Source: an optimization exercise on an open RTL-to-GDS flow (aim: small area and a short achievable clock period). Production flows keep margins and buffers that such runs may drop.
Only simulation tests tie the RTL to the original design; equivalence was not proved.
No activity file was given, so power comes from the tool's default toggle rates.

==> flow/design.v <==
module FP16_mcl(
    input [15:0] data1,
    input [15:0] data2,
    input rst,
    input input_valid,
    input clk,
    output reg [15:0] datanew,
    output reg output_update
    );
    wire G1;
    wire G10;
    wire G11;
    wire G12;
    wire G13;
    wire G14;
    wire G15;
    wire G16;
    wire G17;
    wire G18;
    wire G19;
    wire G2;
    wire G20;
    wire G21;
    wire G22;
    wire G23;
    wire G24;
    wire G25;
    wire G26;
    wire G27;
    wire G28;
    wire G29;
    wire G3;
    wire G30;
    wire G31;
    wire G32;
    wire G33;
    wire G34;
    wire G35;
    wire G36;
    wire G37;
    wire G38;
    wire G39;
    wire G4;
    wire G40;
    wire G41;
    wire G42;
    wire G43;
    wire G5;
    wire G6;
    wire G7;
    wire G8;
    wire G9;
    wire P1;
    wire P10;
    wire P11;
    wire P12;
    wire P13;
    wire P14;
    wire P15;
    wire P16;
    wire P17;
    wire P18;
    wire P19;
    wire P2;
    wire P20;
    wire P21;
    wire P22;
    wire P23;
    wire P24;
    wire P25;
    wire P26;
    wire P3;
    wire P4;
    wire P5;
    wire P6;
    wire P7;
    wire P8;
    wire P9;
    wire bm5_0;
    wire bm5_1;
    wire bm5_10;
    wire bm5_11;
    wire bm5_2;
    wire bm5_3;
    wire bm5_4;
    wire bm5_5;
    wire bm5_6;
    wire bm5_7;
    wire bm5_8;
    wire bm5_9;
    wire bp0_0;
    wire bp0_1;
    wire bp0_10;
    wire bp0_11;
    wire bp0_2;
    wire bp0_3;
    wire bp0_4;
    wire bp0_5;
    wire bp0_6;
    wire bp0_7;
    wire bp0_8;
    wire bp0_9;
    wire bp1_0;
    wire bp1_1;
    wire bp1_10;
    wire bp1_11;
    wire bp1_2;
    wire bp1_3;
    wire bp1_4;
    wire bp1_5;
    wire bp1_6;
    wire bp1_7;
    wire bp1_8;
    wire bp1_9;
    wire bp2_0;
    wire bp2_1;
    wire bp2_10;
    wire bp2_11;
    wire bp2_2;
    wire bp2_3;
    wire bp2_4;
    wire bp2_5;
    wire bp2_6;
    wire bp2_7;
    wire bp2_8;
    wire bp2_9;
    wire bp3_0;
    wire bp3_1;
    wire bp3_10;
    wire bp3_11;
    wire bp3_2;
    wire bp3_3;
    wire bp3_4;
    wire bp3_5;
    wire bp3_6;
    wire bp3_7;
    wire bp3_8;
    wire bp3_9;
    wire bp4_0;
    wire bp4_1;
    wire bp4_10;
    wire bp4_11;
    wire bp4_2;
    wire bp4_3;
    wire bp4_4;
    wire bp4_5;
    wire bp4_6;
    wire bp4_7;
    wire bp4_8;
    wire bp4_9;
    wire c10_k1;
    wire c11_k0;
    wire c11_k1;
    wire c12_0_k0;
    wire c12_0_k1;
    wire c12_1_k0;
    wire c12_1_k1;
    wire fc_1_10_2;
    wire fc_1_10_3;
    wire fc_1_11_4;
    wire fc_1_11_5;
    wire fc_1_12_6;
    wire fc_1_12_7;
    wire fc_1_13_8;
    wire fc_1_13_9;
    wire fc_1_14_10;
    wire fc_1_14_11;
    wire fc_1_15_12;
    wire fc_1_16_13;
    wire fc_1_8_0;
    wire fc_1_9_1;
    wire fc_2_10_18;
    wire fc_2_11_19;
    wire fc_2_12_20;
    wire fc_2_13_21;
    wire fc_2_14_22;
    wire fc_2_15_23;
    wire fc_2_16_24;
    wire fc_2_17_25;
    wire fc_2_18_26;
    wire fc_2_6_14;
    wire fc_2_7_15;
    wire fc_2_8_16;
    wire fc_2_9_17;
    wire fc_3_10_33;
    wire fc_3_11_34;
    wire fc_3_12_35;
    wire fc_3_13_36;
    wire fc_3_14_37;
    wire fc_3_15_38;
    wire fc_3_16_39;
    wire fc_3_17_40;
    wire fc_3_18_41;
    wire fc_3_19_42;
    wire fc_3_20_43;
    wire fc_3_4_27;
    wire fc_3_5_28;
    wire fc_3_6_29;
    wire fc_3_7_30;
    wire fc_3_8_31;
    wire fc_3_9_32;
    wire fs_1_10_2;
    wire fs_1_10_3;
    wire fs_1_11_4;
    wire fs_1_11_5;
    wire fs_1_12_6;
    wire fs_1_12_7;
    wire fs_1_13_8;
    wire fs_1_13_9;
    wire fs_1_14_10;
    wire fs_1_14_11;
    wire fs_1_15_12;
    wire fs_1_16_13;
    wire fs_1_8_0;
    wire fs_1_9_1;
    wire fs_2_10_18;
    wire fs_2_11_19;
    wire fs_2_12_20;
    wire fs_2_13_21;
    wire fs_2_14_22;
    wire fs_2_15_23;
    wire fs_2_16_24;
    wire fs_2_17_25;
    wire fs_2_18_26;
    wire fs_2_6_14;
    wire fs_2_7_15;
    wire fs_2_8_16;
    wire fs_2_9_17;
    wire fs_3_10_33;
    wire fs_3_11_34;
    wire fs_3_12_35;
    wire fs_3_13_36;
    wire fs_3_14_37;
    wire fs_3_15_38;
    wire fs_3_16_39;
    wire fs_3_17_40;
    wire fs_3_18_41;
    wire fs_3_19_42;
    wire fs_3_20_43;
    wire fs_3_4_27;
    wire fs_3_5_28;
    wire fs_3_6_29;
    wire fs_3_7_30;
    wire fs_3_8_31;
    wire fs_3_9_32;
    wire g0;
    wire g10;
    wire g11;
    wire g12;
    wire g13;
    wire g14;
    wire g15;
    wire g16;
    wire g17;
    wire g18;
    wire g19;
    wire g2;
    wire g20;
    wire g21;
    wire g3;
    wire g4;
    wire g5;
    wire g6;
    wire g7;
    wire g8;
    wire g9;
    wire hc_1_6_0;
    wire hc_1_7_1;
    wire hc_1_8_2;
    wire hc_1_9_3;
    wire hc_2_4_4;
    wire hc_2_5_5;
    wire hc_3_2_6;
    wire hc_3_3_7;
    wire hrc12;
    wire hrc13;
    wire hrc14;
    wire hrc15;
    wire hrc16;
    wire hrc17;
    wire hrc18;
    wire hrc19;
    wire hrc20;
    wire hrc21;
    wire hrs11;
    wire hrs12;
    wire hrs13;
    wire hrs14;
    wire hrs15;
    wire hrs16;
    wire hrs17;
    wire hrs18;
    wire hrs19;
    wire hrs20;
    wire hrs21;
    wire hs_1_6_0;
    wire hs_1_7_1;
    wire hs_1_8_2;
    wire hs_1_9_3;
    wire hs_2_4_4;
    wire hs_2_5_5;
    wire hs_3_2_6;
    wire hs_3_3_7;
    wire l10_k0;
    wire l10_k1;
    wire l9_k0;
    wire l9_k1;
    wire n_bm5_11_c21;
    wire n_bm5_2_c12;
    wire n_bm5_2_c13;
    wire n_bm5_5_c15;
    wire n_bm5_7_c17;
    wire n_bm5_9_c19;
    wire neg0;
    wire neg1;
    wire neg2;
    wire neg3;
    wire neg4;
    wire nneg0;
    wire nneg1;
    wire nneg2;
    wire nneg3;
    wire nneg4;
    wire one0;
    wire one1;
    wire one2;
    wire one3;
    wire one4;
    wire p0;
    wire p10;
    wire p11;
    wire p12;
    wire p13;
    wire p14;
    wire p15;
    wire p16;
    wire p17;
    wire p18;
    wire p19;
    wire p2;
    wire p20;
    wire p21;
    wire p3;
    wire p4;
    wire p5;
    wire p6;
    wire p7;
    wire p8;
    wire p9;
    wire pl10;
    wire pl9;
    wire q0_10;
    wire q0_11;
    wire q0_12;
    wire q0_13;
    wire q0_14;
    wire q0_15;
    wire q0_16;
    wire q0_17;
    wire q0_18;
    wire q0_19;
    wire q0_20;
    wire q0_21;
    wire q0_c12;
    wire q10_k0;
    wire q10_k1;
    wire q11_0_k0;
    wire q11_0_k1;
    wire q11_1_k0;
    wire q11_1_k1;
    wire q1_11;
    wire q1_12;
    wire q1_13;
    wire q1_14;
    wire q1_15;
    wire q1_16;
    wire q1_17;
    wire q1_18;
    wire q1_19;
    wire q1_20;
    wire q1_c12;
    wire r0_k0;
    wire r0_k1;
    wire sg0;
    wire two0;
    wire two1;
    wire two2;
    wire two3;
    wire two4;
    wire ug12;
    wire ug13;
    wire ug14;
    wire ug15;
    wire ug16;
    wire ug17;
    wire ug18;
    wire ug19;
    wire ug20;
    wire ug21;
    wire up12;
    wire up13;
    wire up14;
    wire up15;
    wire up16;
    wire up17;
    wire up18;
    wire up19;
    wire up20;
    wire up21;
    wire z9_0;
    reg one0_r1;
    reg data1_0_r1;
    reg neg0_r1;
    reg data1_1_r1;
    reg two0_r1;
    reg data1_2_r1;
    reg data1_3_r1;
    reg data1_4_r1;
    reg data1_5_r1;
    reg data1_6_r1;
    reg data1_7_r1;
    reg data1_8_r1;
    reg data1_9_r1;
    reg one1_r1;
    reg neg1_r1;
    reg two1_r1;
    reg one2_r1;
    reg neg2_r1;
    reg two2_r1;
    reg one3_r1;
    reg neg3_r1;
    reg two3_r1;
    reg one4_r1;
    reg neg4_r1;
    reg two4_r1;
    reg data2_9_r1;
    reg bp0_0_r2;
    reg neg0_r2;
    reg hs_3_2_6_r2;
    reg neg1_r2;
    reg hs_3_3_7_r2;
    reg hc_3_2_6_r2;
    reg fs_3_4_27_r2;
    reg hc_3_3_7_r2;
    reg fs_3_5_28_r2;
    reg fc_3_4_27_r2;
    reg fs_3_6_29_r2;
    reg fc_3_5_28_r2;
    reg fs_3_7_30_r2;
    reg fc_3_6_29_r2;
    reg fs_3_8_31_r2;
    reg fc_3_7_30_r2;
    reg fs_3_9_32_r2;
    reg fc_3_8_31_r2;
    reg fs_3_10_33_r2;
    reg fc_3_9_32_r2;
    reg fs_3_11_34_r2;
    reg fc_3_10_33_r2;
    reg fs_3_12_35_r2;
    reg fc_3_11_34_r2;
    reg fs_3_13_36_r2;
    reg fc_3_12_35_r2;
    reg fs_3_14_37_r2;
    reg fc_3_13_36_r2;
    reg fs_3_15_38_r2;
    reg fc_3_14_37_r2;
    reg fs_3_16_39_r2;
    reg fc_3_15_38_r2;
    reg fs_3_17_40_r2;
    reg fc_3_16_39_r2;
    reg fs_3_18_41_r2;
    reg fc_3_17_40_r2;
    reg fs_3_19_42_r2;
    reg fc_3_18_41_r2;
    reg fs_3_20_43_r2;
    reg fc_3_19_42_r2;
    reg n_bm5_11_c21_r2;
    reg fc_3_20_43_r2;
    reg bp0_1_r2;
    reg z9_0_r1;
    reg z9_0_r2;
    reg es0_5_r1;
    reg es0_5_r2;
    reg es0_4_r1;
    reg es0_4_r2;
    reg es0_3_r1;
    reg es0_3_r2;
    reg es0_2_r1;
    reg es0_2_r2;
    reg es0_1_r1;
    reg es0_1_r2;
    reg es0_0_r1;
    reg es0_0_r2;
    reg sg0_r1;
    reg sg0_r2;
    wire inf0 = (&data1[14:10]) | (&data2[14:10]);
    wire zero0 = ~(|data1[14:0]) | ~(|data2[14:0]);
    wire [5:0] esum0 = data1[14:10] + data2[14:10];
    wire [5:0] es0 = inf0 ? 6'd63 : zero0 ? 6'd0 : esum0;
    assign sg0 = data1[15] ^ data2[15];
    wire [10:0] t1, t2;
    assign t1[0] = 1'b1;
    assign t1[1] = ~(|data1[0:0]);
    assign t1[2] = ~(|data1[1:0]);
    assign t1[3] = ~(|data1[2:0]);
    assign t1[4] = ~(|data1[3:0]);
    assign t1[5] = ~(|data1[4:0]);
    assign t1[6] = ~(|data1[5:0]);
    assign t1[7] = ~(|data1[6:0]);
    assign t1[8] = ~(|data1[7:0]);
    assign t1[9] = ~(|data1[8:0]);
    assign t1[10] = ~(|data1[9:0]);
    assign t2[0] = 1'b1;
    assign t2[1] = ~(|data2[0:0]);
    assign t2[2] = ~(|data2[1:0]);
    assign t2[3] = ~(|data2[2:0]);
    assign t2[4] = ~(|data2[3:0]);
    assign t2[5] = ~(|data2[4:0]);
    assign t2[6] = ~(|data2[5:0]);
    assign t2[7] = ~(|data2[6:0]);
    assign t2[8] = ~(|data2[7:0]);
    assign t2[9] = ~(|data2[8:0]);
    assign t2[10] = ~(|data2[9:0]);
    assign z9_0 = (t1[0] & t2[9]) | (t1[1] & t2[8]) | (t1[2] & t2[7]) | (t1[3] & t2[6]) | (t1[4] & t2[5]) | (t1[5] & t2[4]) | (t1[6] & t2[3]) | (t1[7] & t2[2]) | (t1[8] & t2[1]) | (t1[9] & t2[0]);
    assign neg0 = data2[1] & ~(data2[0] & 1'b0);
    assign one0 = data2[0] ^ 1'b0;
    assign two0 = (data2[1] & ~data2[0] & ~1'b0) | (~data2[1] & data2[0] & 1'b0);
    assign bp0_0 = ((one0_r1 & data1_0_r1)) ^ neg0_r1;
    assign bp0_1 = ((one0_r1 & data1_1_r1) | (two0_r1 & data1_0_r1)) ^ neg0_r1;
    assign bp0_2 = ((one0_r1 & data1_2_r1) | (two0_r1 & data1_1_r1)) ^ neg0_r1;
    assign bp0_3 = ((one0_r1 & data1_3_r1) | (two0_r1 & data1_2_r1)) ^ neg0_r1;
    assign bp0_4 = ((one0_r1 & data1_4_r1) | (two0_r1 & data1_3_r1)) ^ neg0_r1;
    assign bp0_5 = ((one0_r1 & data1_5_r1) | (two0_r1 & data1_4_r1)) ^ neg0_r1;
    assign bp0_6 = ((one0_r1 & data1_6_r1) | (two0_r1 & data1_5_r1)) ^ neg0_r1;
    assign bp0_7 = ((one0_r1 & data1_7_r1) | (two0_r1 & data1_6_r1)) ^ neg0_r1;
    assign bp0_8 = ((one0_r1 & data1_8_r1) | (two0_r1 & data1_7_r1)) ^ neg0_r1;
    assign bp0_9 = ((one0_r1 & data1_9_r1) | (two0_r1 & data1_8_r1)) ^ neg0_r1;
    assign bp0_10 = ((one0_r1 & 1'b1) | (two0_r1 & data1_9_r1)) ^ neg0_r1;
    assign bp0_11 = ((two0_r1 & 1'b1)) ^ neg0_r1;
    assign nneg0 = ~neg0_r1;
    assign neg1 = data2[3] & ~(data2[2] & data2[1]);
    assign one1 = data2[2] ^ data2[1];
    assign two1 = (data2[3] & ~data2[2] & ~data2[1]) | (~data2[3] & data2[2] & data2[1]);
    assign bp1_0 = ((one1_r1 & data1_0_r1)) ^ neg1_r1;
    assign bp1_1 = ((one1_r1 & data1_1_r1) | (two1_r1 & data1_0_r1)) ^ neg1_r1;
    assign bp1_2 = ((one1_r1 & data1_2_r1) | (two1_r1 & data1_1_r1)) ^ neg1_r1;
    assign bp1_3 = ((one1_r1 & data1_3_r1) | (two1_r1 & data1_2_r1)) ^ neg1_r1;
    assign bp1_4 = ((one1_r1 & data1_4_r1) | (two1_r1 & data1_3_r1)) ^ neg1_r1;
    assign bp1_5 = ((one1_r1 & data1_5_r1) | (two1_r1 & data1_4_r1)) ^ neg1_r1;
    assign bp1_6 = ((one1_r1 & data1_6_r1) | (two1_r1 & data1_5_r1)) ^ neg1_r1;
    assign bp1_7 = ((one1_r1 & data1_7_r1) | (two1_r1 & data1_6_r1)) ^ neg1_r1;
    assign bp1_8 = ((one1_r1 & data1_8_r1) | (two1_r1 & data1_7_r1)) ^ neg1_r1;
    assign bp1_9 = ((one1_r1 & data1_9_r1) | (two1_r1 & data1_8_r1)) ^ neg1_r1;
    assign bp1_10 = ((one1_r1 & 1'b1) | (two1_r1 & data1_9_r1)) ^ neg1_r1;
    assign bp1_11 = ((two1_r1 & 1'b1)) ^ neg1_r1;
    assign nneg1 = ~neg1_r1;
    assign neg2 = data2[5] & ~(data2[4] & data2[3]);
    assign one2 = data2[4] ^ data2[3];
    assign two2 = (data2[5] & ~data2[4] & ~data2[3]) | (~data2[5] & data2[4] & data2[3]);
    assign bp2_0 = ((one2_r1 & data1_0_r1)) ^ neg2_r1;
    assign bp2_1 = ((one2_r1 & data1_1_r1) | (two2_r1 & data1_0_r1)) ^ neg2_r1;
    assign bp2_2 = ((one2_r1 & data1_2_r1) | (two2_r1 & data1_1_r1)) ^ neg2_r1;
    assign bp2_3 = ((one2_r1 & data1_3_r1) | (two2_r1 & data1_2_r1)) ^ neg2_r1;
    assign bp2_4 = ((one2_r1 & data1_4_r1) | (two2_r1 & data1_3_r1)) ^ neg2_r1;
    assign bp2_5 = ((one2_r1 & data1_5_r1) | (two2_r1 & data1_4_r1)) ^ neg2_r1;
    assign bp2_6 = ((one2_r1 & data1_6_r1) | (two2_r1 & data1_5_r1)) ^ neg2_r1;
    assign bp2_7 = ((one2_r1 & data1_7_r1) | (two2_r1 & data1_6_r1)) ^ neg2_r1;
    assign bp2_8 = ((one2_r1 & data1_8_r1) | (two2_r1 & data1_7_r1)) ^ neg2_r1;
    assign bp2_9 = ((one2_r1 & data1_9_r1) | (two2_r1 & data1_8_r1)) ^ neg2_r1;
    assign bp2_10 = ((one2_r1 & 1'b1) | (two2_r1 & data1_9_r1)) ^ neg2_r1;
    assign bp2_11 = ((two2_r1 & 1'b1)) ^ neg2_r1;
    assign nneg2 = ~neg2_r1;
    assign neg3 = data2[7] & ~(data2[6] & data2[5]);
    assign one3 = data2[6] ^ data2[5];
    assign two3 = (data2[7] & ~data2[6] & ~data2[5]) | (~data2[7] & data2[6] & data2[5]);
    assign bp3_0 = ((one3_r1 & data1_0_r1)) ^ neg3_r1;
    assign bp3_1 = ((one3_r1 & data1_1_r1) | (two3_r1 & data1_0_r1)) ^ neg3_r1;
    assign bp3_2 = ((one3_r1 & data1_2_r1) | (two3_r1 & data1_1_r1)) ^ neg3_r1;
    assign bp3_3 = ((one3_r1 & data1_3_r1) | (two3_r1 & data1_2_r1)) ^ neg3_r1;
    assign bp3_4 = ((one3_r1 & data1_4_r1) | (two3_r1 & data1_3_r1)) ^ neg3_r1;
    assign bp3_5 = ((one3_r1 & data1_5_r1) | (two3_r1 & data1_4_r1)) ^ neg3_r1;
    assign bp3_6 = ((one3_r1 & data1_6_r1) | (two3_r1 & data1_5_r1)) ^ neg3_r1;
    assign bp3_7 = ((one3_r1 & data1_7_r1) | (two3_r1 & data1_6_r1)) ^ neg3_r1;
    assign bp3_8 = ((one3_r1 & data1_8_r1) | (two3_r1 & data1_7_r1)) ^ neg3_r1;
    assign bp3_9 = ((one3_r1 & data1_9_r1) | (two3_r1 & data1_8_r1)) ^ neg3_r1;
    assign bp3_10 = ((one3_r1 & 1'b1) | (two3_r1 & data1_9_r1)) ^ neg3_r1;
    assign bp3_11 = ((two3_r1 & 1'b1)) ^ neg3_r1;
    assign nneg3 = ~neg3_r1;
    assign neg4 = data2[9] & ~(data2[8] & data2[7]);
    assign one4 = data2[8] ^ data2[7];
    assign two4 = (data2[9] & ~data2[8] & ~data2[7]) | (~data2[9] & data2[8] & data2[7]);
    assign bp4_0 = ((one4_r1 & data1_0_r1)) ^ neg4_r1;
    assign bp4_1 = ((one4_r1 & data1_1_r1) | (two4_r1 & data1_0_r1)) ^ neg4_r1;
    assign bp4_2 = ((one4_r1 & data1_2_r1) | (two4_r1 & data1_1_r1)) ^ neg4_r1;
    assign bp4_3 = ((one4_r1 & data1_3_r1) | (two4_r1 & data1_2_r1)) ^ neg4_r1;
    assign bp4_4 = ((one4_r1 & data1_4_r1) | (two4_r1 & data1_3_r1)) ^ neg4_r1;
    assign bp4_5 = ((one4_r1 & data1_5_r1) | (two4_r1 & data1_4_r1)) ^ neg4_r1;
    assign bp4_6 = ((one4_r1 & data1_6_r1) | (two4_r1 & data1_5_r1)) ^ neg4_r1;
    assign bp4_7 = ((one4_r1 & data1_7_r1) | (two4_r1 & data1_6_r1)) ^ neg4_r1;
    assign bp4_8 = ((one4_r1 & data1_8_r1) | (two4_r1 & data1_7_r1)) ^ neg4_r1;
    assign bp4_9 = ((one4_r1 & data1_9_r1) | (two4_r1 & data1_8_r1)) ^ neg4_r1;
    assign bp4_10 = ((one4_r1 & 1'b1) | (two4_r1 & data1_9_r1)) ^ neg4_r1;
    assign bp4_11 = ((two4_r1 & 1'b1)) ^ neg4_r1;
    assign nneg4 = ~neg4_r1;
    assign bm5_0 = data2_9_r1 ? 1'b0 : data1_0_r1;
    assign bm5_1 = data2_9_r1 ? data1_0_r1 : data1_1_r1;
    assign bm5_2 = data2_9_r1 ? data1_1_r1 : data1_2_r1;
    assign bm5_3 = data2_9_r1 ? data1_2_r1 : data1_3_r1;
    assign bm5_4 = data2_9_r1 ? data1_3_r1 : data1_4_r1;
    assign bm5_5 = data2_9_r1 ? data1_4_r1 : data1_5_r1;
    assign bm5_6 = data2_9_r1 ? data1_5_r1 : data1_6_r1;
    assign bm5_7 = data2_9_r1 ? data1_6_r1 : data1_7_r1;
    assign bm5_8 = data2_9_r1 ? data1_7_r1 : data1_8_r1;
    assign bm5_9 = data2_9_r1 ? data1_8_r1 : data1_9_r1;
    assign bm5_10 = data2_9_r1 ? data1_9_r1 : 1'b1;
    assign bm5_11 = data2_9_r1;
    assign n_bm5_2_c12 = ~bm5_2;
    assign n_bm5_2_c13 = ~bm5_2;
    assign n_bm5_5_c15 = ~bm5_5;
    assign n_bm5_7_c17 = ~bm5_7;
    assign n_bm5_9_c19 = ~bm5_9;
    assign n_bm5_11_c21 = ~bm5_11;
    assign hs_1_6_0 = bp0_6 ^ bp1_4;
    assign hc_1_6_0 = bp0_6 & bp1_4;
    assign hs_1_7_1 = bp0_7 ^ bp1_5;
    assign hc_1_7_1 = bp0_7 & bp1_5;
    assign fs_1_8_0 = bp0_8 ^ bp1_6 ^ bp2_4;
    assign fc_1_8_0 = (bp0_8 & bp1_6) | (bp0_8 & bp2_4) | (bp1_6 & bp2_4);
    assign hs_1_8_2 = bp3_2 ^ bp4_0;
    assign hc_1_8_2 = bp3_2 & bp4_0;
    assign fs_1_9_1 = bp0_9 ^ bp1_7 ^ bp2_5;
    assign fc_1_9_1 = (bp0_9 & bp1_7) | (bp0_9 & bp2_5) | (bp1_7 & bp2_5);
    assign hs_1_9_3 = bp3_3 ^ bp4_1;
    assign hc_1_9_3 = bp3_3 & bp4_1;
    assign fs_1_10_2 = bp0_10 ^ bp1_8 ^ bp2_6;
    assign fc_1_10_2 = (bp0_10 & bp1_8) | (bp0_10 & bp2_6) | (bp1_8 & bp2_6);
    assign fs_1_10_3 = bp3_4 ^ bp4_2 ^ bm5_0;
    assign fc_1_10_3 = (bp3_4 & bp4_2) | (bp3_4 & bm5_0) | (bp4_2 & bm5_0);
    assign fs_1_11_4 = bp0_11 ^ bp1_9 ^ bp2_7;
    assign fc_1_11_4 = (bp0_11 & bp1_9) | (bp0_11 & bp2_7) | (bp1_9 & bp2_7);
    assign fs_1_11_5 = bp3_5 ^ bp4_3 ^ bm5_1;
    assign fc_1_11_5 = (bp3_5 & bp4_3) | (bp3_5 & bm5_1) | (bp4_3 & bm5_1);
    assign fs_1_12_6 = nneg0 ^ bp1_10 ^ bp2_8;
    assign fc_1_12_6 = (nneg0 & bp1_10) | (nneg0 & bp2_8) | (bp1_10 & bp2_8);
    assign fs_1_12_7 = bp3_6 ^ bp4_4 ^ n_bm5_2_c12;
    assign fc_1_12_7 = (bp3_6 & bp4_4) | (bp3_6 & n_bm5_2_c12) | (bp4_4 & n_bm5_2_c12);
    assign fs_1_13_8 = bp1_11 ^ bp2_9 ^ bp3_7;
    assign fc_1_13_8 = (bp1_11 & bp2_9) | (bp1_11 & bp3_7) | (bp2_9 & bp3_7);
    assign fs_1_13_9 = bp4_5 ^ bm5_3 ^ n_bm5_2_c13;
    assign fc_1_13_9 = (bp4_5 & bm5_3) | (bp4_5 & n_bm5_2_c13) | (bm5_3 & n_bm5_2_c13);
    assign fs_1_14_10 = nneg1 ^ bp2_10 ^ bp3_8;
    assign fc_1_14_10 = (nneg1 & bp2_10) | (nneg1 & bp3_8) | (bp2_10 & bp3_8);
    assign fs_1_14_11 = bp4_6 ^ bm5_4 ^ bm5_2;
    assign fc_1_14_11 = (bp4_6 & bm5_4) | (bp4_6 & bm5_2) | (bm5_4 & bm5_2);
    assign fs_1_15_12 = bp2_11 ^ bp3_9 ^ bp4_7;
    assign fc_1_15_12 = (bp2_11 & bp3_9) | (bp2_11 & bp4_7) | (bp3_9 & bp4_7);
    assign fs_1_16_13 = nneg2 ^ bp3_10 ^ bp4_8;
    assign fc_1_16_13 = (nneg2 & bp3_10) | (nneg2 & bp4_8) | (bp3_10 & bp4_8);
    assign hs_2_4_4 = bp0_4 ^ bp1_2;
    assign hc_2_4_4 = bp0_4 & bp1_2;
    assign hs_2_5_5 = bp0_5 ^ bp1_3;
    assign hc_2_5_5 = bp0_5 & bp1_3;
    assign fs_2_6_14 = hs_1_6_0 ^ bp2_2 ^ bp3_0;
    assign fc_2_6_14 = (hs_1_6_0 & bp2_2) | (hs_1_6_0 & bp3_0) | (bp2_2 & bp3_0);
    assign fs_2_7_15 = hs_1_7_1 ^ bp2_3 ^ bp3_1;
    assign fc_2_7_15 = (hs_1_7_1 & bp2_3) | (hs_1_7_1 & bp3_1) | (bp2_3 & bp3_1);
    assign fs_2_8_16 = fs_1_8_0 ^ hs_1_8_2 ^ neg4_r1;
    assign fc_2_8_16 = (fs_1_8_0 & hs_1_8_2) | (fs_1_8_0 & neg4_r1) | (hs_1_8_2 & neg4_r1);
    assign fs_2_9_17 = fs_1_9_1 ^ hs_1_9_3 ^ fc_1_8_0;
    assign fc_2_9_17 = (fs_1_9_1 & hs_1_9_3) | (fs_1_9_1 & fc_1_8_0) | (hs_1_9_3 & fc_1_8_0);
    assign fs_2_10_18 = fs_1_10_2 ^ fs_1_10_3 ^ fc_1_9_1;
    assign fc_2_10_18 = (fs_1_10_2 & fs_1_10_3) | (fs_1_10_2 & fc_1_9_1) | (fs_1_10_3 & fc_1_9_1);
    assign fs_2_11_19 = fs_1_11_4 ^ fs_1_11_5 ^ fc_1_10_2;
    assign fc_2_11_19 = (fs_1_11_4 & fs_1_11_5) | (fs_1_11_4 & fc_1_10_2) | (fs_1_11_5 & fc_1_10_2);
    assign fs_2_12_20 = fs_1_12_6 ^ fs_1_12_7 ^ fc_1_11_4;
    assign fc_2_12_20 = (fs_1_12_6 & fs_1_12_7) | (fs_1_12_6 & fc_1_11_4) | (fs_1_12_7 & fc_1_11_4);
    assign fs_2_13_21 = fs_1_13_8 ^ fs_1_13_9 ^ fc_1_12_6;
    assign fc_2_13_21 = (fs_1_13_8 & fs_1_13_9) | (fs_1_13_8 & fc_1_12_6) | (fs_1_13_9 & fc_1_12_6);
    assign fs_2_14_22 = fs_1_14_10 ^ fs_1_14_11 ^ fc_1_13_8;
    assign fc_2_14_22 = (fs_1_14_10 & fs_1_14_11) | (fs_1_14_10 & fc_1_13_8) | (fs_1_14_11 & fc_1_13_8);
    assign fs_2_15_23 = fs_1_15_12 ^ n_bm5_5_c15 ^ fc_1_14_10;
    assign fc_2_15_23 = (fs_1_15_12 & n_bm5_5_c15) | (fs_1_15_12 & fc_1_14_10) | (n_bm5_5_c15 & fc_1_14_10);
    assign fs_2_16_24 = fs_1_16_13 ^ bm5_6 ^ bm5_5;
    assign fc_2_16_24 = (fs_1_16_13 & bm5_6) | (fs_1_16_13 & bm5_5) | (bm5_6 & bm5_5);
    assign fs_2_17_25 = bp3_11 ^ bp4_9 ^ n_bm5_7_c17;
    assign fc_2_17_25 = (bp3_11 & bp4_9) | (bp3_11 & n_bm5_7_c17) | (bp4_9 & n_bm5_7_c17);
    assign fs_2_18_26 = nneg3 ^ bp4_10 ^ bm5_8;
    assign fc_2_18_26 = (nneg3 & bp4_10) | (nneg3 & bm5_8) | (bp4_10 & bm5_8);
    assign hs_3_2_6 = bp0_2 ^ bp1_0;
    assign hc_3_2_6 = bp0_2 & bp1_0;
    assign hs_3_3_7 = bp0_3 ^ bp1_1;
    assign hc_3_3_7 = bp0_3 & bp1_1;
    assign fs_3_4_27 = hs_2_4_4 ^ bp2_0 ^ neg2_r1;
    assign fc_3_4_27 = (hs_2_4_4 & bp2_0) | (hs_2_4_4 & neg2_r1) | (bp2_0 & neg2_r1);
    assign fs_3_5_28 = hs_2_5_5 ^ bp2_1 ^ hc_2_4_4;
    assign fc_3_5_28 = (hs_2_5_5 & bp2_1) | (hs_2_5_5 & hc_2_4_4) | (bp2_1 & hc_2_4_4);
    assign fs_3_6_29 = fs_2_6_14 ^ neg3_r1 ^ hc_2_5_5;
    assign fc_3_6_29 = (fs_2_6_14 & neg3_r1) | (fs_2_6_14 & hc_2_5_5) | (neg3_r1 & hc_2_5_5);
    assign fs_3_7_30 = fs_2_7_15 ^ hc_1_6_0 ^ fc_2_6_14;
    assign fc_3_7_30 = (fs_2_7_15 & hc_1_6_0) | (fs_2_7_15 & fc_2_6_14) | (hc_1_6_0 & fc_2_6_14);
    assign fs_3_8_31 = fs_2_8_16 ^ hc_1_7_1 ^ fc_2_7_15;
    assign fc_3_8_31 = (fs_2_8_16 & hc_1_7_1) | (fs_2_8_16 & fc_2_7_15) | (hc_1_7_1 & fc_2_7_15);
    assign fs_3_9_32 = fs_2_9_17 ^ hc_1_8_2 ^ fc_2_8_16;
    assign fc_3_9_32 = (fs_2_9_17 & hc_1_8_2) | (fs_2_9_17 & fc_2_8_16) | (hc_1_8_2 & fc_2_8_16);
    assign fs_3_10_33 = fs_2_10_18 ^ hc_1_9_3 ^ fc_2_9_17;
    assign fc_3_10_33 = (fs_2_10_18 & hc_1_9_3) | (fs_2_10_18 & fc_2_9_17) | (hc_1_9_3 & fc_2_9_17);
    assign fs_3_11_34 = fs_2_11_19 ^ fc_1_10_3 ^ fc_2_10_18;
    assign fc_3_11_34 = (fs_2_11_19 & fc_1_10_3) | (fs_2_11_19 & fc_2_10_18) | (fc_1_10_3 & fc_2_10_18);
    assign fs_3_12_35 = fs_2_12_20 ^ fc_1_11_5 ^ fc_2_11_19;
    assign fc_3_12_35 = (fs_2_12_20 & fc_1_11_5) | (fs_2_12_20 & fc_2_11_19) | (fc_1_11_5 & fc_2_11_19);
    assign fs_3_13_36 = fs_2_13_21 ^ fc_1_12_7 ^ fc_2_12_20;
    assign fc_3_13_36 = (fs_2_13_21 & fc_1_12_7) | (fs_2_13_21 & fc_2_12_20) | (fc_1_12_7 & fc_2_12_20);
    assign fs_3_14_37 = fs_2_14_22 ^ fc_1_13_9 ^ fc_2_13_21;
    assign fc_3_14_37 = (fs_2_14_22 & fc_1_13_9) | (fs_2_14_22 & fc_2_13_21) | (fc_1_13_9 & fc_2_13_21);
    assign fs_3_15_38 = fs_2_15_23 ^ fc_1_14_11 ^ fc_2_14_22;
    assign fc_3_15_38 = (fs_2_15_23 & fc_1_14_11) | (fs_2_15_23 & fc_2_14_22) | (fc_1_14_11 & fc_2_14_22);
    assign fs_3_16_39 = fs_2_16_24 ^ fc_1_15_12 ^ fc_2_15_23;
    assign fc_3_16_39 = (fs_2_16_24 & fc_1_15_12) | (fs_2_16_24 & fc_2_15_23) | (fc_1_15_12 & fc_2_15_23);
    assign fs_3_17_40 = fs_2_17_25 ^ fc_1_16_13 ^ fc_2_16_24;
    assign fc_3_17_40 = (fs_2_17_25 & fc_1_16_13) | (fs_2_17_25 & fc_2_16_24) | (fc_1_16_13 & fc_2_16_24);
    assign fs_3_18_41 = fs_2_18_26 ^ bm5_7 ^ fc_2_17_25;
    assign fc_3_18_41 = (fs_2_18_26 & bm5_7) | (fs_2_18_26 & fc_2_17_25) | (bm5_7 & fc_2_17_25);
    assign fs_3_19_42 = bp4_11 ^ n_bm5_9_c19 ^ fc_2_18_26;
    assign fc_3_19_42 = (bp4_11 & n_bm5_9_c19) | (bp4_11 & fc_2_18_26) | (n_bm5_9_c19 & fc_2_18_26);
    assign fs_3_20_43 = nneg4 ^ bm5_10 ^ bm5_9;
    assign fc_3_20_43 = (nneg4 & bm5_10) | (nneg4 & bm5_9) | (bm5_10 & bm5_9);
    assign g0 = bp0_0_r2 & neg0_r2;
    assign p0 = bp0_0_r2 ^ neg0_r2;
    assign g2 = hs_3_2_6_r2 & neg1_r2;
    assign p2 = hs_3_2_6_r2 ^ neg1_r2;
    assign g3 = hs_3_3_7_r2 & hc_3_2_6_r2;
    assign p3 = hs_3_3_7_r2 ^ hc_3_2_6_r2;
    assign g4 = fs_3_4_27_r2 & hc_3_3_7_r2;
    assign p4 = fs_3_4_27_r2 ^ hc_3_3_7_r2;
    assign g5 = fs_3_5_28_r2 & fc_3_4_27_r2;
    assign p5 = fs_3_5_28_r2 ^ fc_3_4_27_r2;
    assign g6 = fs_3_6_29_r2 & fc_3_5_28_r2;
    assign p6 = fs_3_6_29_r2 ^ fc_3_5_28_r2;
    assign g7 = fs_3_7_30_r2 & fc_3_6_29_r2;
    assign p7 = fs_3_7_30_r2 ^ fc_3_6_29_r2;
    assign g8 = fs_3_8_31_r2 & fc_3_7_30_r2;
    assign p8 = fs_3_8_31_r2 ^ fc_3_7_30_r2;
    assign g9 = fs_3_9_32_r2 & fc_3_8_31_r2;
    assign p9 = fs_3_9_32_r2 ^ fc_3_8_31_r2;
    assign g10 = fs_3_10_33_r2 & fc_3_9_32_r2;
    assign p10 = fs_3_10_33_r2 ^ fc_3_9_32_r2;
    assign g11 = fs_3_11_34_r2 & fc_3_10_33_r2;
    assign p11 = fs_3_11_34_r2 ^ fc_3_10_33_r2;
    assign g12 = fs_3_12_35_r2 & fc_3_11_34_r2;
    assign p12 = fs_3_12_35_r2 ^ fc_3_11_34_r2;
    assign g13 = fs_3_13_36_r2 & fc_3_12_35_r2;
    assign p13 = fs_3_13_36_r2 ^ fc_3_12_35_r2;
    assign g14 = fs_3_14_37_r2 & fc_3_13_36_r2;
    assign p14 = fs_3_14_37_r2 ^ fc_3_13_36_r2;
    assign g15 = fs_3_15_38_r2 & fc_3_14_37_r2;
    assign p15 = fs_3_15_38_r2 ^ fc_3_14_37_r2;
    assign g16 = fs_3_16_39_r2 & fc_3_15_38_r2;
    assign p16 = fs_3_16_39_r2 ^ fc_3_15_38_r2;
    assign g17 = fs_3_17_40_r2 & fc_3_16_39_r2;
    assign p17 = fs_3_17_40_r2 ^ fc_3_16_39_r2;
    assign g18 = fs_3_18_41_r2 & fc_3_17_40_r2;
    assign p18 = fs_3_18_41_r2 ^ fc_3_17_40_r2;
    assign g19 = fs_3_19_42_r2 & fc_3_18_41_r2;
    assign p19 = fs_3_19_42_r2 ^ fc_3_18_41_r2;
    assign g20 = fs_3_20_43_r2 & fc_3_19_42_r2;
    assign p20 = fs_3_20_43_r2 ^ fc_3_19_42_r2;
    assign g21 = n_bm5_11_c21_r2 & fc_3_20_43_r2;
    assign p21 = n_bm5_11_c21_r2 ^ fc_3_20_43_r2;
    assign G1 = bp0_1_r2 & g0;
    assign P1 = bp0_1_r2 & p0;
    assign G2 = g3 | (p3 & g2);
    assign P2 = p3 & p2;
    assign G3 = g5 | (p5 & g4);
    assign P3 = p5 & p4;
    assign G4 = g7 | (p7 & g6);
    assign P4 = p7 & p6;
    assign G5 = g2 | (p2 & G1);
    assign P5 = p2 & P1;
    assign G6 = G2 | (P2 & G1);
    assign P6 = P2 & P1;
    assign G7 = g6 | (p6 & G3);
    assign P7 = p6 & P3;
    assign G8 = G4 | (P4 & G3);
    assign P8 = P4 & P3;
    assign G9 = g4 | (p4 & G6);
    assign P9 = p4 & P6;
    assign G10 = G3 | (P3 & G6);
    assign P10 = P3 & P6;
    assign G11 = G7 | (P7 & G6);
    assign P11 = P7 & P6;
    assign G12 = G8 | (P8 & G6);
    assign P12 = P8 & P6;
    assign G13 = g8 | (p8 & G12);
    assign P13 = p8 & P12;
    assign hrs11 = fs_3_11_34_r2 ^ fc_3_10_33_r2;
    assign hrc12 = fs_3_11_34_r2 & fc_3_10_33_r2;
    assign hrs12 = fs_3_12_35_r2 ^ fc_3_11_34_r2;
    assign hrc13 = fs_3_12_35_r2 & fc_3_11_34_r2;
    assign hrs13 = fs_3_13_36_r2 ^ fc_3_12_35_r2;
    assign hrc14 = fs_3_13_36_r2 & fc_3_12_35_r2;
    assign hrs14 = fs_3_14_37_r2 ^ fc_3_13_36_r2;
    assign hrc15 = fs_3_14_37_r2 & fc_3_13_36_r2;
    assign hrs15 = fs_3_15_38_r2 ^ fc_3_14_37_r2;
    assign hrc16 = fs_3_15_38_r2 & fc_3_14_37_r2;
    assign hrs16 = fs_3_16_39_r2 ^ fc_3_15_38_r2;
    assign hrc17 = fs_3_16_39_r2 & fc_3_15_38_r2;
    assign hrs17 = fs_3_17_40_r2 ^ fc_3_16_39_r2;
    assign hrc18 = fs_3_17_40_r2 & fc_3_16_39_r2;
    assign hrs18 = fs_3_18_41_r2 ^ fc_3_17_40_r2;
    assign hrc19 = fs_3_18_41_r2 & fc_3_17_40_r2;
    assign hrs19 = fs_3_19_42_r2 ^ fc_3_18_41_r2;
    assign hrc20 = fs_3_19_42_r2 & fc_3_18_41_r2;
    assign hrs20 = fs_3_20_43_r2 ^ fc_3_19_42_r2;
    assign hrc21 = fs_3_20_43_r2 & fc_3_19_42_r2;
    assign hrs21 = n_bm5_11_c21_r2 ^ fc_3_20_43_r2;
    assign ug12 = hrs12 & hrc12;
    assign up12 = hrs12 ^ hrc12;
    assign ug13 = hrs13 & hrc13;
    assign up13 = hrs13 ^ hrc13;
    assign ug14 = hrs14 & hrc14;
    assign up14 = hrs14 ^ hrc14;
    assign ug15 = hrs15 & hrc15;
    assign up15 = hrs15 ^ hrc15;
    assign ug16 = hrs16 & hrc16;
    assign up16 = hrs16 ^ hrc16;
    assign ug17 = hrs17 & hrc17;
    assign up17 = hrs17 ^ hrc17;
    assign ug18 = hrs18 & hrc18;
    assign up18 = hrs18 ^ hrc18;
    assign ug19 = hrs19 & hrc19;
    assign up19 = hrs19 ^ hrc19;
    assign ug20 = hrs20 & hrc20;
    assign up20 = hrs20 ^ hrc20;
    assign ug21 = hrs21 & hrc21;
    assign up21 = hrs21 ^ hrc21;
    assign G14 = ug13 | (up13 & ug12);
    assign P14 = up13 & up12;
    assign G15 = ug15 | (up15 & ug14);
    assign P15 = up15 & up14;
    assign G16 = ug17 | (up17 & ug16);
    assign P16 = up17 & up16;
    assign G17 = ug19 | (up19 & ug18);
    assign P17 = up19 & up18;
    assign G18 = ug14 | (up14 & G14);
    assign P18 = up14 & P14;
    assign G19 = G15 | (P15 & G14);
    assign P19 = P15 & P14;
    assign G20 = ug18 | (up18 & G16);
    assign P20 = up18 & P16;
    assign G21 = G17 | (P17 & G16);
    assign P21 = P17 & P16;
    assign G22 = ug16 | (up16 & G19);
    assign P22 = up16 & P19;
    assign G23 = G16 | (P16 & G19);
    assign P23 = P16 & P19;
    assign G24 = G20 | (P20 & G19);
    assign P24 = P20 & P19;
    assign G25 = G21 | (P21 & G19);
    assign P25 = P21 & P19;
    assign G26 = ug20 | (up20 & G25);
    assign P26 = up20 & P25;
    assign l9_k0 = p9;
    assign l10_k0 = p10 ^ g9;
    assign c11_k0 = g10 | (p10 & g9);
    assign r0_k0 = l10_k0 & l9_k0;
    assign c12_0_k0 = (hrs11 & c11_k0) | (hrs11 & r0_k0) | (c11_k0 & r0_k0);
    assign q11_0_k0 = hrs11 ^ c11_k0 ^ r0_k0;
    assign c12_1_k0 = (hrs11 & c11_k0) | (hrs11 & l10_k0) | (c11_k0 & l10_k0);
    assign q11_1_k0 = hrs11 ^ c11_k0 ^ l10_k0;
    assign q10_k0 = l10_k0 ^ l9_k0;
    assign l9_k1 = ~p9;
    assign c10_k1 = fs_3_9_32_r2 | fc_3_8_31_r2;
    assign l10_k1 = p10 ^ c10_k1;
    assign c11_k1 = g10 | (p10 & c10_k1);
    assign r0_k1 = l10_k1 & l9_k1;
    assign c12_0_k1 = (hrs11 & c11_k1) | (hrs11 & r0_k1) | (c11_k1 & r0_k1);
    assign q11_0_k1 = hrs11 ^ c11_k1 ^ r0_k1;
    assign c12_1_k1 = (hrs11 & c11_k1) | (hrs11 & l10_k1) | (c11_k1 & l10_k1);
    assign q11_1_k1 = hrs11 ^ c11_k1 ^ l10_k1;
    assign q10_k1 = l10_k1 ^ l9_k1;
    assign pl9 = G13 ? l9_k1 : l9_k0;
    assign pl10 = G13 ? l10_k1 : l10_k0;
    assign q0_10 = G13 ? q10_k1 : q10_k0;
    assign q0_c12 = G13 ? c12_0_k1 : c12_0_k0;
    assign q0_11 = G13 ? q11_0_k1 : q11_0_k0;
    assign q0_12 = up12 ^ q0_c12;
    assign G27 = ug12 | (up12 & q0_c12);
    assign q0_13 = up13 ^ G27;
    assign G28 = G14 | (P14 & q0_c12);
    assign q0_14 = up14 ^ G28;
    assign G29 = G18 | (P18 & q0_c12);
    assign q0_15 = up15 ^ G29;
    assign G30 = G19 | (P19 & q0_c12);
    assign q0_16 = up16 ^ G30;
    assign G31 = G22 | (P22 & q0_c12);
    assign q0_17 = up17 ^ G31;
    assign G32 = G23 | (P23 & q0_c12);
    assign q0_18 = up18 ^ G32;
    assign G33 = G24 | (P24 & q0_c12);
    assign q0_19 = up19 ^ G33;
    assign G34 = G25 | (P25 & q0_c12);
    assign q0_20 = up20 ^ G34;
    assign G35 = G26 | (P26 & q0_c12);
    assign q0_21 = up21 ^ G35;
    assign q1_c12 = G13 ? c12_1_k1 : c12_1_k0;
    assign q1_11 = G13 ? q11_1_k1 : q11_1_k0;
    assign q1_12 = up12 ^ q1_c12;
    assign G36 = ug12 | (up12 & q1_c12);
    assign q1_13 = up13 ^ G36;
    assign G37 = G14 | (P14 & q1_c12);
    assign q1_14 = up14 ^ G37;
    assign G38 = G18 | (P18 & q1_c12);
    assign q1_15 = up15 ^ G38;
    assign G39 = G19 | (P19 & q1_c12);
    assign q1_16 = up16 ^ G39;
    assign G40 = G22 | (P22 & q1_c12);
    assign q1_17 = up17 ^ G40;
    assign G41 = G23 | (P23 & q1_c12);
    assign q1_18 = up18 ^ G41;
    assign G42 = G24 | (P24 & q1_c12);
    assign q1_19 = up19 ^ G42;
    assign G43 = G25 | (P25 & q1_c12);
    assign q1_20 = up20 ^ G43;
    wire z9 = z9_0_r2;
    wire k = q0_21;
    wire tie0 = pl9 & z9;
    wire tie1 = pl10 & ~pl9 & z9;
    wire [9:0] frac1 = {q1_20, q1_19, q1_18, q1_17, q1_16, q1_15, q1_14, q1_13, q1_12, q1_11 & ~tie1};
    wire [9:0] frac0 = {q0_19, q0_18, q0_17, q0_16, q0_15, q0_14, q0_13, q0_12, q0_11, q0_10 & ~tie0};
    wire [5:0] esr = {es0_5_r2, es0_4_r2, es0_3_r2, es0_2_r2, es0_1_r2, es0_0_r2};
    wire sat1 = esr >= 6'd45;
    wire sat0 = esr >= 6'd46;
    wire flz1 = esr <= 6'd14;
    wire flz0 = esr <= 6'd15;
    wire [4:0] eo1 = esr[4:0] + 5'd18;
    wire [4:0] eo0 = esr[4:0] + 5'd17;
    wire sg = sg0_r2;
    wire [15:0] res1 = sat1 ? {sg, 15'h7fff} : flz1 ? 16'h0000 : {sg, eo1, frac1};
    wire [15:0] res0 = sat0 ? {sg, 15'h7fff} : flz0 ? 16'h0000 : {sg, eo0, frac0};
    wire [15:0] res = k ? res1 : res0;
    reg [1:0] vld;
    always @(posedge clk or posedge rst)
        if (rst) begin
            vld <= 2'd0;
            output_update <= 1'b0;
        end else begin
            vld <= {vld[0:0], input_valid};
            output_update <= vld[1];
        end
    always @(posedge clk) begin
        one0_r1 <= one0;
        data1_0_r1 <= data1[0];
        neg0_r1 <= neg0;
        data1_1_r1 <= data1[1];
        two0_r1 <= two0;
        data1_2_r1 <= data1[2];
        data1_3_r1 <= data1[3];
        data1_4_r1 <= data1[4];
        data1_5_r1 <= data1[5];
        data1_6_r1 <= data1[6];
        data1_7_r1 <= data1[7];
        data1_8_r1 <= data1[8];
        data1_9_r1 <= data1[9];
        one1_r1 <= one1;
        neg1_r1 <= neg1;
        two1_r1 <= two1;
        one2_r1 <= one2;
        neg2_r1 <= neg2;
        two2_r1 <= two2;
        one3_r1 <= one3;
        neg3_r1 <= neg3;
        two3_r1 <= two3;
        one4_r1 <= one4;
        neg4_r1 <= neg4;
        two4_r1 <= two4;
        data2_9_r1 <= data2[9];
        bp0_0_r2 <= bp0_0;
        neg0_r2 <= neg0_r1;
        hs_3_2_6_r2 <= hs_3_2_6;
        neg1_r2 <= neg1_r1;
        hs_3_3_7_r2 <= hs_3_3_7;
        hc_3_2_6_r2 <= hc_3_2_6;
        fs_3_4_27_r2 <= fs_3_4_27;
        hc_3_3_7_r2 <= hc_3_3_7;
        fs_3_5_28_r2 <= fs_3_5_28;
        fc_3_4_27_r2 <= fc_3_4_27;
        fs_3_6_29_r2 <= fs_3_6_29;
        fc_3_5_28_r2 <= fc_3_5_28;
        fs_3_7_30_r2 <= fs_3_7_30;
        fc_3_6_29_r2 <= fc_3_6_29;
        fs_3_8_31_r2 <= fs_3_8_31;
        fc_3_7_30_r2 <= fc_3_7_30;
        fs_3_9_32_r2 <= fs_3_9_32;
        fc_3_8_31_r2 <= fc_3_8_31;
        fs_3_10_33_r2 <= fs_3_10_33;
        fc_3_9_32_r2 <= fc_3_9_32;
        fs_3_11_34_r2 <= fs_3_11_34;
        fc_3_10_33_r2 <= fc_3_10_33;
        fs_3_12_35_r2 <= fs_3_12_35;
        fc_3_11_34_r2 <= fc_3_11_34;
        fs_3_13_36_r2 <= fs_3_13_36;
        fc_3_12_35_r2 <= fc_3_12_35;
        fs_3_14_37_r2 <= fs_3_14_37;
        fc_3_13_36_r2 <= fc_3_13_36;
        fs_3_15_38_r2 <= fs_3_15_38;
        fc_3_14_37_r2 <= fc_3_14_37;
        fs_3_16_39_r2 <= fs_3_16_39;
        fc_3_15_38_r2 <= fc_3_15_38;
        fs_3_17_40_r2 <= fs_3_17_40;
        fc_3_16_39_r2 <= fc_3_16_39;
        fs_3_18_41_r2 <= fs_3_18_41;
        fc_3_17_40_r2 <= fc_3_17_40;
        fs_3_19_42_r2 <= fs_3_19_42;
        fc_3_18_41_r2 <= fc_3_18_41;
        fs_3_20_43_r2 <= fs_3_20_43;
        fc_3_19_42_r2 <= fc_3_19_42;
        n_bm5_11_c21_r2 <= n_bm5_11_c21;
        fc_3_20_43_r2 <= fc_3_20_43;
        bp0_1_r2 <= bp0_1;
        z9_0_r1 <= z9_0;
        z9_0_r2 <= z9_0_r1;
        es0_5_r1 <= es0[5];
        es0_5_r2 <= es0_5_r1;
        es0_4_r1 <= es0[4];
        es0_4_r2 <= es0_4_r1;
        es0_3_r1 <= es0[3];
        es0_3_r2 <= es0_3_r1;
        es0_2_r1 <= es0[2];
        es0_2_r2 <= es0_2_r1;
        es0_1_r1 <= es0[1];
        es0_1_r2 <= es0_1_r1;
        es0_0_r1 <= es0[0];
        es0_0_r2 <= es0_0_r1;
        sg0_r1 <= sg0;
        sg0_r2 <= sg0_r1;
        datanew <= res;
    end
endmodule
==> flow/flow/run.sh <==
#!/bin/bash
# The standard layout, with the port buffers made from the smallest buffer cell.
bash standard.sh 'BUFFER_PORTS_ARGS=-buffer_cell sky130_fd_sc_hd__buf_1' finish > standard.log 2>&1
==> flow/standard.sh <==
#!/bin/bash
# synth_recipe.tcl (not shown) runs the flow's synth.tcl, then flattens the netlist and writes it again
# the make line also repeats each setting of config.mk as NAME=value (left out here)
make -C /OpenROAD-flow-scripts/flow DESIGN_CONFIG=/design/flow/config.mk WORK_HOME=/design/flow/orfs CLKGATE_MAP_FILE= SYNTH_SCRIPT=/design/flow/synth_recipe.tcl "${@:-finish}"
==> flow/config.mk <==
export PLATFORM = sky130hd
export DESIGN_NAME = FP16_mcl
export DESIGN_NICKNAME = FP16_mcl
export VERILOG_FILES = /design/flow/design.v
export SDC_FILE = /design/flow/constraint.sdc
export NUM_CORES = 4
export LEC_CHECK = 0
export ABC_CLOCK_PERIOD_IN_PS = 2700
export CAP_MARGIN = 20
export CORE_MARGIN = 2
export CORE_UTILIZATION = 60
export CTS_BUF_LIST = sky130_fd_sc_hd__clkbuf_4 sky130_fd_sc_hd__clkbuf_8
export SETUP_SLACK_MARGIN = 2.6
export SLEW_MARGIN = 20
==> flow/constraint.sdc <==
create_clock -name core_clock -period 5.5 [get_ports {clk}]
set_input_delay 1.1000 -clock core_clock [delete_from_list [all_inputs] [get_ports {clk}]]
set_output_delay 1.1000 -clock core_clock [all_outputs]
set_load 0.01 [all_outputs]
==> flow_summary.toml, run 1 <==
[placement]
dp_hpwl_um = 10610
port_buffers = 51
placed_cell_area_sq_um = 6974
gp_congestion = 0.8845

[finish]
n_antenna_cell = 0
nNetsFinal = 849
drive_gt1_frac = 0.1189
fillers = 879
reg_top3 = "datanew x16, vld x2"
regMostFlops = "datanew"
multi_input_area_sq_um = 4335
final_common_cell = "dfxtp_1"
area_growth_pct = 11.63
ff_latch_area_sq_um = 2110
fin_area_sq_um = 7483
final_cell_mix = "91 x dfxtp_1, 68 x inv_1, 54 x xnor2_1"
largest_register_ffs = 16

[global_route]
grt_max_degree = 20
first_global_vias = 4843
antenna_found_initial = 0
gr-total-overflow = 0
grt_pass1_wl_um = 23290
grt_util_all_layers = 0.2524

[logic_synthesis]
yosysTopAreaCellShare = 0.3016
synth_area_per_cell_sq_um = 10.16
ys.flop_type = "dfxtp_1"
syn_nets = 799
synthTopCellsByArea = "dfxtp_1 30%, fa_1 16%, ha_1 9.7%"
syn_inst = 660
synth_area_leader_cell = "dfxtp_1"
synth_edf_count = 0
ys_ff_latch = 104
ys_seq_area_frac = 0.3128
yosysWarningCount = 1
synthDistinctLibCells = 51
syn-cell-area_sq_um = 6704
synth_async_sr_flop_share = 0.02885

[status]
status = "timing/DRC/antenna clean"

[critical_path]
start_kind = "flop"
cp_max_fo = 2
path_buf_inv = 6
slowest_stage = "fa_2"
crit_chain = "ha_4, fa_2, inv_2, fa_2, buf_4, inv_1, o32ai_4, nor2_2, buf_4, buf_4, buf_4, a2111o_1, o211ai_1, mux2i_1"
crit_top_cell = "buf_4"
crit_type = "reg -> reg"
cp-end-kind = "flop"
arrival_ps = 3200
critPathTopFamily = "compound AO/OA/AOI/OAI gates"
critPathMaxStageDelay_ps = 440
critPathRequiredTime_ps = 5770

[route]
dr.pass1.iters = 5
drt-initial-drc-count = 223
postRouteAntennaNets = 0
wl_um = 14130
drc_errors = 0
vias = 4824
viasPerCell = 5.642
wl_per_cell_um = 16.53

[timing]
clock_skew_ps = 12.16
slew_headroom = 0.2904
setup_tns_ps = 0
setup_viol = 0
min_period_over_period = 0.5314
hold_viol = 0
rsz0062_at_grt = "yes"
drv_slew = 0
hold-worst-slack_ps = 341.5
min_period_ps = 2923
max_freq_mhz = 342.1
max_slew.worst_pin.slew_ps = 1057

[clocking]
cts_tree = "built"
cts.hold.buffers_added = 0
clk_pin_slew_ps = 110
htreeDepth = 3
clkLatencyLatePin_ps = 390
numCtsBuffers = 9
cts.sinks = 104
cts_root_buf = "clkbuf_8"
clock_path_buffers = 2

[die]
core_region_area_sq_um = 10890
die_w_um = 109.7
io_pins = 52
dieHeight_um = 109.7
start_util = 0.6157
rows = 38
dieArea_sq_um = 12040

[power_and_ir_drop]
cellLeakagePower_nw = 3.216
p_per_area_nw_per_um2 = 654.0
vdd_drop_max_mv = 0.6999
p_total_mw = 4.894

[job]
maxCapViolCount = 0

[hold_path]
hold_class = "reg -> reg"
## report_power, final
group,switching [mW],internal (mW)
logic,1.71,1.54
clock network,0.285,0.220
registers,0.138,0.997
## worst register-to-register path: cells and delay by family (launching register included)
kind	cells	cell delay [ps]
simple gates	1	80
buf+inv	6	600
flops	1	380
compound gates	3	840
mux	1	110
fa+ha+maj	3	790
## worst paths after layout
path                         endpoint  slack (ps)          from  cells after the start
min in group asynchronous      vld[1]         530           rst                      2
max                        datanew[7]        2580  fs_3_9_32_r2                     14
min reg2reg                    sg0_r2         340        sg0_r1                      0
max in group asynchronous      vld[0]        4820           rst                      2
min                            sg0_r2         340        sg0_r1                      0
max reg2reg                datanew[7]        2580  fs_3_9_32_r2                     14
## cell families (layout without fill, tap and decap cells)
logic type,Yosys count,count (layout),synth area share
adder cells (fa/ha/maj),104,104,0.2523
multiplexers,31,31,0.04965
AND/OR/NAND/NOR,90,90,0.06869
buffers and inverters,106,160,0.06084
flip-flops,104,104,0.3128
XOR/XNOR,79,80,0.1060
AO/OA/AOI/OAI,146,146,0.1497
## stage by stage
stage | setup WS (ps) | std cells | util
6_report | 2577 | 855 | 0.6873
3_5_place_dp | 2325 | 819 | 0.6405
3_3_place_gp | 2455 | 819 | 0.6405
5_1_grt | 2481 | 855 | 0.6873
2_1_floorplan | 2555 | 660 | -
4_1_cts | 2595 | 846 | 0.6741
## cells in the mapped netlist (4+ instances only)
cell,number
ha_1,52
nor4_1,5
clkbuf_1,28
nand2_1,19
and3_1,4
a21oi_1,30
dfxtp_1,101
mux2_2,8
nand2b_1,6
a22oi_1,45
inv_1,71
a211oi_1,10
buf_1,4
o31ai_1,6
nor2b_1,9
xnor2_1,54
mux2i_1,22
xor2_1,24
nor2_1,27
nand3_1,6
o2111a_1,4
o21ai_0,30
nand3b_1,4
fa_1,52
## timing repair
action,in CTS,in global routing
endpoints found under the setup margin,16,29
gates resized for setup,10,22
hold endpoints to repair,0,0
setup buffers,10,9
gates cloned,1,0
pin swaps,8,9
## layout make-up
type	instances	area share
inverters	73	0.03695
flip-flops and latches	104	0.2819
multi-input cells	451	0.5793
well taps	140	0.02341
repair buffers	71	0.04999
clock inverters	7	0.01187
clock buffers	9	0.01655
## layer usage
metal  wire length, um  GRT usage
met2              6871     0.4193
met3               466    0.03557
met4               253     0.1031
met5                 0          0
met1              6541     0.3318
==> inputs of run 2 (changes only) <==
==> flow/config.mk (replaced) <==
export PLATFORM = sky130hd
export DESIGN_NAME = FP16_mcl
export DESIGN_NICKNAME = FP16_mcl
export VERILOG_FILES = /design/flow/design.v
export SDC_FILE = /design/flow/constraint.sdc
export NUM_CORES = 4
export LEC_CHECK = 0
export ABC_CLOCK_PERIOD_IN_PS = 2900
export CAP_MARGIN = 20
export CORE_MARGIN = 2
export CORE_UTILIZATION = 60
export CTS_BUF_LIST = sky130_fd_sc_hd__clkbuf_4 sky130_fd_sc_hd__clkbuf_8
export SETUP_SLACK_MARGIN = 2.3
export SLEW_MARGIN = 20
==> run 2 against run 1 <==
  * Power is 8.3% lower
  * Sequential share of layout area up 0.74 points
  * Non-clock buffer count down 13
  * Sequential power is essentially flat
  * Clock power is essentially flat
  * Wire length shrank 3.3%
  * Clock skew increased by 4.5 ps
  * Flip-flop and latch count unchanged
  * Global-route usage down 0.57 points
  * Synthesized cell count unchanged
  * Via count is 3.0% lower
  * Largest power group unchanged
==> flow_summary.toml, run 2 <==
[power_and_ir_drop]
pwr-share-clk = 0.112
seqPwrFrac = 0.250
cellInternalPower_mw = 2.518
p_switching_mw = 1.968
power_frac_comb = 0.638
vdd_drop_max_mv = 0.4355
cellLeakagePower_nw = 3.132
p_total_mw = 4.486
switching_share = 0.4386
p_per_area_nw_per_um2 = 618.5

[clocking]
clock_path_buffers = 2
cts_tree = "built"
htreeDepth = 3
numCtsBuffers = 9
cts.sinks = 104
cts.hold.buffers_added = 0
cts_root_buf = "clkbuf_8"
clk_pin_slew_ps = 110
clkLatencyLatePin_ps = 400

[global_route]
use_met2 = 0.4153
first_global_vias = 4598
grt_pass1_wl_um = 22610
antenna_found_initial = 0
grtUsageMet3 = 0.05631
gr-usage-met1 = 0.3179
gr-total-overflow = 0
grt_util_all_layers = 0.2467
grt_max_degree = 18
top_usage_layer = "met2"

[route]
viasPerCell = 5.559
wl_um = 13660
postRouteAntennaNets = 0
vias = 4681
wl_per_cell_um = 16.22
drc_errors = 0
dr.pass1.iters = 5
drt-initial-drc-count = 284

[die]
rows = 38
die_w_um = 109.7
dieArea_sq_um = 12040
dieHeight_um = 109.7
start_util = 0.6157
core_region_area_sq_um = 10890
io_pins = 52

[critical_path]
ff2ff_path_depth = 12
crit_start = "fs_3_9_32_r2"
rr_startpoint = "fs_3_9_32_r2"
arrival_ps = 3350
r2r_slack_ps = 2480
crit_type = "reg -> reg"
critPathMaxStageDelay_ps = 540
critPathRequiredTime_ps = 5830
slowest_stage = "fa_1"
crit_chain = "inv_1, ha_1, fa_1, inv_1, ha_1, fa_1, mux2i_4, inv_4, a211oi_4, buf_4, xnor2_4, mux2i_1"
crit_path_end = "datanew[13]"
reg2reg_to = "datanew[13]"
start_kind = "flop"
cp_max_fo = 8
cp-end-kind = "flop"

[status]
status = "timing/DRC/antenna clean"

[logic_synthesis]
yosys-top-cells-count = "101 x dfxtp_1, 71 x inv_1, 54 x xnor2_1"
synth_top_family_by_area = "adder cells"
synth_xor_area_frac = 0.1060
synth_area_leader_cell = "dfxtp_1"
syn-cell-area_sq_um = 6704
synth_area_per_cell_sq_um = 10.16
synth-simple-area-share = 0.06868
ys_ff_latch = 104
synthDistinctLibCells = 51
ys_seq_area_frac = 0.3128
synthMuxAreaShare = 0.04965
yosysWarningCount = 1
yosysTopAreaCellShare = 0.3016
syn_inst = 660
synth_edf_count = 0
ys.flop_type = "dfxtp_1"
synth_compound_area_frac = 0.1497
synth_fa_ha_area_frac = 0.2523
syn_nets = 799
synth_async_sr_flop_share = 0.02885
synthTopCellsByArea = "dfxtp_1 30%, fa_1 16%, ha_1 9.7%"
yosysMostFrequentCell = "dfxtp_1"

[hold_path]
hold_path_depth = 0
hold_class = "reg -> reg"

[timing]
setup_viol = 0
min_period_ps = 3020
clock_skew_ps = 16.64
slew_headroom = 0.2764
rsz0062_at_grt = "no"
setup_tns_ps = 0
max_freq_mhz = 331.2
drv_slew = 0
hold_viol = 0
min_period_over_period = 0.5490
max_slew.worst_pin.slew_ps = 1078

[finish]
final_common_cell = "dfxtp_1"
regMostFlops = "datanew"
n_antenna_cell = 0
fin_area_sq_um = 7252
nNetsFinal = 836
final_cell_mix = "100 x dfxtp_1, 71 x inv_1, 54 x xnor2_1"
area_growth_pct = 8.175
drive_gt1_frac = 0.06695
reg_top3 = "datanew x16, vld x2"
fillers = 920
largest_register_ffs = 16

[job]
maxCapViolCount = 0

[placement]
gp_congestion = 0.8951
dp_hpwl_um = 10340
placed_cell_area_sq_um = 6947
port_buffers = 51
-- run 2: per-layer routing --
| metal | share of wire | vias up |
|---|---|---|
| li1 | - | 2319 |
| met1 | 0.45 | 2200 |
| met2 | 0.48 | 145 |
| met3 | 0.053 | 17 |
| met4 | 0.017 | 0 |
| met5 | 0 | - |
-- run 2: final cells by class --
| type | instances | area (sq um) | area share |
|---|---|---|---|
| multi-input cells | 451 | 4250 | 0.5861 |
| clock buffers | 11 | 145.1 | 0.02001 |
| clock inverters | 5 | 62.56 | 0.008627 |
| repair buffers | 58 | 244.0 | 0.03364 |
| inverters | 73 | 276.5 | 0.03813 |
| flip-flops and latches | 104 | 2098 | 0.2893 |
| well taps | 140 | 175.2 | 0.02415 |
-- run 2: kinds of logic (layout without fill, tap and decap cells) --
logic type | count (synthesis) | count (layout)
compound gates | 146 | 146
buf+inv | 106 | 147
fa+ha+maj | 104 | 104
flops | 104 | 104
simple gates | 90 | 90
xor+xnor | 79 | 80
mux | 31 | 31
-- run 2: repair_timing --
action	CTS	global route
pin swaps	2	5
resized for setup	2	7
gates cloned	1	0
buffers inserted	3	3
setup endpoints to repair	15	15
-- run 2: stage by stage --
step / utilization / instances / setup WS [ps] / hold WS (ps)
finish: 0.6661 / 842 / 2480 / 336.9
CTS: 0.6616 / 839 / 2323 / 338.6
floorplan: - / 660 / 2506 / 309.6
detailed placement: 0.6380 / 819 / 2212 / 314.3
global route: 0.6661 / 842 / 2321 / 339.6
global placement: 0.6380 / 819 / 2292 / 311.9
-- run 2: power by group through the flow --
| stage | sequential [mW] | combinational [mW] | clock [mW] |
|---|---|---|---|
| after global routing | 1.15 | 3.26 | 0.539 |
| final | 1.12 | 2.86 | 0.503 |
| after CTS | 1.12 | 2.77 | 0.514 |
| after global placement | 1.13 | 2.60 | 0 |
| after detailed placement | 1.14 | 2.66 | 0 |
| after floorplan | 1.11 | 2.11 | 0 |
-- run 2: how the worst min path moves through the flow --
stage	startpoint	end	slack [ps]
2_1_floorplan	es0_0_r1	es0_0_r2	310
3_3_place_gp	sg0_r1	sg0_r2	310
3_5_place_dp	sg0_r1	sg0_r2	310
4_1_cts	sg0_r1	sg0_r2	340
5_1_grt	sg0_r1	sg0_r2	340
6_report	sg0_r1	sg0_r2	340
-- run 2: worst max-delay path: cells and delay by family (launching register included) --
| kind | cells | cell delay (ps) |
|---|---|---|
| compound gates | 1 | 250 |
| xor+xnor | 1 | 210 |
| flops | 1 | 340 |
| buf+inv | 4 | 350 |
| fa+ha+maj | 4 | 1320 |
| mux | 2 | 460 |

-- port drivers added, routing unchanged --
The flow's constraints put no driver on any port. The routed layouts listed below were extracted and timed again, unchanged, in two steps. Step 1, drivers: a clkbuf_16 drives clk and a buf_2 each remaining input, both assumed. Step 2, shift: input delay + t, output delay - t, t = (earliest + latest rising clock arrival at the registers) / 2. This alone moves slack from input paths to output paths. a / b / c = ideal ports / drivers / drivers and shift; a / b = the first two.
| run | shift t [ns] | slack for setup (ns) | worst setup path at the end | worst slew at a driven data input, ns |
|---|---|---|---|---|
| run 1 | 0.421 | 2.577 / 2.577 / 2.577 | register to register | 0.03 |
| run 2 | 0.427 | 2.480 / 2.480 / 2.358 | input to register | 0.03 |
After both steps setup and hold are still met in every run listed. The setup slack of run 2, which loses most, moves by 0.000 ns with the drivers and by -0.122 ns with both steps.
